From an optimization exercise on the open Yosys and OpenROAD flow, aimed at small area and a short achievable clock period; shortcuts taken in it are not production practice. RTL that was checked went through simulation tests only; none was proved equivalent to the original. Power is estimated from default activity; no workload was simulated.

== rev 12 ==
==> flow/design.v <==
module max_c #(parameter L = 5, parameter W = 1 << L) (
    input  [W-1:0] a,
    input  [W-1:0] b,
    output         gt);
    wire [2*W-2:0] g;
    wire [2*W-2:0] p;
    assign g[W-1:0] = a & ~b;
    assign p[W-1:0] = a | ~b;
    genvar l, i;
    generate
        for (l = 0; l < L; l = l + 1) begin : lvl
            localparam N   = W >> l;               
            localparam IN  = 2*W - 2*N;            
            localparam OUT = 2*W - N;              
            for (i = 0; i < N/2; i = i + 1) begin : node
                assign g[OUT+i] = g[IN+2*i+1] | (p[IN+2*i+1] & g[IN+2*i]);
                assign p[OUT+i] = p[IN+2*i+1] & p[IN+2*i];
            end
        end
    endgenerate
    assign gt = g[2*W-2];
endmodule
module max_relu (
    input  [31:0] a,
    input  [31:0] b,
    input  [31:0] c,
    output        sa,
    output        sb,
    output        sc);
    wire lab, lac, lbc;
    max_c #(5) cab ({1'b0, a[30:0]}, {1'b0, b[30:0]}, lab);
    max_c #(5) cac ({1'b0, a[30:0]}, {1'b0, c[30:0]}, lac);
    max_c #(5) cbc ({1'b0, b[30:0]}, {1'b0, c[30:0]}, lbc);
    wire ab = ~a[31] & (b[31] | lab);
    wire ac = ~a[31] & (c[31] | lac);
    wire bc = ~b[31] & (c[31] | lbc);
    assign sa = ab & ac;
    assign sb = ~ab & bc & ~b[31];
    assign sc = ~ac & ~bc & ~c[31];
endmodule
module max_pool_3x3 (
    input [31:0] v1,
    input [31:0] v2,
    input [31:0] v3,
    input [31:0] v4,
    input [31:0] v5,
    input [31:0] v6,
    input [31:0] v7,
    input [31:0] v8,
    input [31:0] v9,
    input en,
    input clk,
    output [31:0] selected);
    wire s1, s2, s3, s4, s5, s6, s7, s8, s9;
    max_relu g0 (v1, v2, v3, s1, s2, s3);
    max_relu g1 (v4, v5, v6, s4, s5, s6);
    max_relu g2 (v7, v8, v9, s7, s8, s9);
    wire [30:0] m0 = ({31{s1}} & v1[30:0]) | ({31{s2}} & v2[30:0]) | ({31{s3}} & v3[30:0]);
    wire [30:0] m1 = ({31{s4}} & v4[30:0]) | ({31{s5}} & v5[30:0]) | ({31{s6}} & v6[30:0]);
    wire [30:0] m2 = ({31{s7}} & v7[30:0]) | ({31{s8}} & v8[30:0]) | ({31{s9}} & v9[30:0]);
    wire t0, t1, t2;
    max_relu gf ({1'b0, m0}, {1'b0, m1}, {1'b0, m2}, t0, t1, t2);
    reg [30:0] q;
    wire [30:0] d = ({31{t0 & en}} & m0) | ({31{t1 & en}} & m1) | ({31{t2 & en}} & m2)
                  | ({31{~en}} & q);
    always @(posedge clk)
        q <= d;
    assign selected = {1'b0, q};
endmodule
export LEC_CHECK = 0
export CAP_MARGIN = 20
export CORE_MARGIN = 2
export CORE_UTILIZATION = 40
export SETUP_SLACK_MARGIN = 5
export SLEW_MARGIN = 20
create_clock -name core_clock -period 12.0 [get_ports {clk}]
standard.sh (not shown) runs the stock make flow with config.mk's settings and CLKGATE_MAP_FILE= SYNTH_SCRIPT=/design/flow/synth_recipe.tcl, a recipe that flattens the netlist after the stock synthesis.
==> flow/flow/run.sh <==
#!/bin/bash
# The standard layout, with two changes: ABC maps the logic with flow/map.abc
# (delay-targeted mapping) and every port gets the smallest buffer cell.
set -euo pipefail
here=$(pwd)
export BUFFER_PORTS_ARGS="-buffer_cell sky130_fd_sc_hd__buf_1"
export FLOW_ABC_SCRIPT=$here/flow/map.abc
sed "s|SYNTH_SCRIPT=[^ ]*|SYNTH_SCRIPT=$here/flow/synth.tcl|" standard.sh > flow_standard.sh
bash flow_standard.sh > standard_flow.log 2>&1
==> flow/flow/map.abc <==
strash
dch
map -D 2500
buffer
upsize -D 2500
dnsize -D 2500
==> flow/flow/synth.tcl <==
# The standard synthesis script, with ABC's mapping script replaced by flow/map.abc
proc synth {args} { yosys synth -nofsm -noshare {*}$args }
proc abc {args} {
  set i [lsearch -exact $args -script]
  if { $i >= 0 } { lset args [expr {$i + 1}] $::env(FLOW_ABC_SCRIPT) }
  yosys abc {*}$args
}
source $::env(SCRIPTS_DIR)/synth.tcl
# left out here: clear keep_hierarchy, flatten, clean up, hide names made inside functions, write 1_2_yosys.v
Rev 12 finished every step from synthesis to the final layout, and the layout passed the timing, DRC and antenna checks.
Edits applied to the flow inputs when going from rev 12 to rev 13:
==> flow/design.v <==
module max_c #(parameter W = 32) (
    input  [W-1:0] a,
    input  [W-1:0] b,
    output         gt);
    localparam L = $clog2(W);
    wire [2*W-2:0] g;
    wire [2*W-2:0] p;
    assign g[W-1:0] = a & ~b;
    assign p[W-1:0] = a | ~b;
    genvar l, i;
    generate
        for (l = 0; l < L; l = l + 1) begin : lvl
            localparam N   = W >> l;               
            localparam IN  = 2*W - 2*N;            
            localparam OUT = 2*W - N;              
            for (i = 0; i < N/2; i = i + 1) begin : node
                assign g[OUT+i] = g[IN+2*i+1] | (p[IN+2*i+1] & g[IN+2*i]);
                assign p[OUT+i] = p[IN+2*i+1] & p[IN+2*i];
            end
        end
    endgenerate
    assign gt = g[2*W-2];
endmodule
module max_relu (
    input  [31:0] a,
    input  [31:0] b,
    input  [31:0] c,
    output        sa,
    output        sb,
    output        sc);
    wire ab, ac, bc;
    max_c #(32) cab ({~a[31], a[30:0]}, {~b[31], b[30:0]}, ab);
    max_c #(32) cac ({~a[31], a[30:0]}, {~c[31], c[30:0]}, ac);
    max_c #(32) cbc ({~b[31], b[30:0]}, {~c[31], c[30:0]}, bc);
    assign sa = ab & ac;
    assign sb = ~ab & bc;
    assign sc = ~ac & ~bc;
endmodule
module max_pool_3x3 (
    input [31:0] v1,
    input [31:0] v2,
    input [31:0] v3,
    input [31:0] v4,
    input [31:0] v5,
    input [31:0] v6,
    input [31:0] v7,
    input [31:0] v8,
    input [31:0] v9,
    input en,
    input clk,
    output [31:0] selected);
    wire s1, s2, s3, s4, s5, s6, s7, s8, s9;
    max_relu g0 (v1, v2, v3, s1, s2, s3);
    max_relu g1 (v4, v5, v6, s4, s5, s6);
    max_relu g2 (v7, v8, v9, s7, s8, s9);
    wire [31:0] m0 = ({32{s1}} & v1) | ({32{s2}} & v2) | ({32{s3}} & v3);
    wire [31:0] m1 = ({32{s4}} & v4) | ({32{s5}} & v5) | ({32{s6}} & v6);
    wire [31:0] m2 = ({32{s7}} & v7) | ({32{s8}} & v8) | ({32{s9}} & v9);
    wire t0, t1, t2;
    max_relu gf (m0, m1, m2, t0, t1, t2);
    wire u0 = t0 & ~m0[31];
    wire u1 = t1 & ~m1[31];
    wire u2 = t2 & ~m2[31];
    wire [30:0] mx = ({31{u0}} & m0[30:0]) | ({31{u1}} & m1[30:0]) | ({31{u2}} & m2[30:0]);
    reg [30:0] q;
    always @(posedge clk)
        if (en) q <= mx;
    assign selected = {1'b0, q};
endmodule
- The final layout from rev 13, which completed every stage, passed the timing, DRC and antenna checks at the end of the flow.
- Rev 13: initial DRC count is 12% higher than what rev 12 reported.
- Relative to rev 12, part of the total power dissipated in the clock network has gone down in rev 13.
- Rev 13: count of TritonRoute iterations in the first routing pass is 1 lower than what rev 12 reported.
- Rev 13 vs. rev 12: worst setup slack fell 0.062 ns; overall power rose about 30%; diode insertion count for antenna repair rose 1.
Function not checked in rev 13: the RTL went through the layout flow alone.

==> afterwards: timing with drivers on the ports <==
In the flow no input, the clock included, has a driving cell. The finished layouts below were timed again as built, in two steps.
Step 1: set_driving_cell puts a clkbuf_16 on clk and a buf_2 on each other input, an assumption about the parent block.
Step 2 moves the port delays by t, midway between the first and last clock arrival at a register: inputs arrive t later, outputs are due t later. That takes back most of the time a late clock gives input paths.
Slacks: no drivers / after step 1 / after step 2; pairs: no drivers / after step 1.
run	t (ns)	setup slack, ns	worst setup path after step 2	latest minus earliest clock arrival (ns)	worst data-port slew with drivers (ns)
rev 12	0.322	5.308 / 5.318 / 4.997	input to register	0.005 / 0.005	0.06
rev 13	0.318	5.246 / 5.212 / 4.894	input to register	0.003 / 0.003	0.09
After both steps every run listed still meets setup and hold. The setup slack of rev 13, which loses most, moves by -0.034 ns with the drivers and by -0.352 ns with both steps.
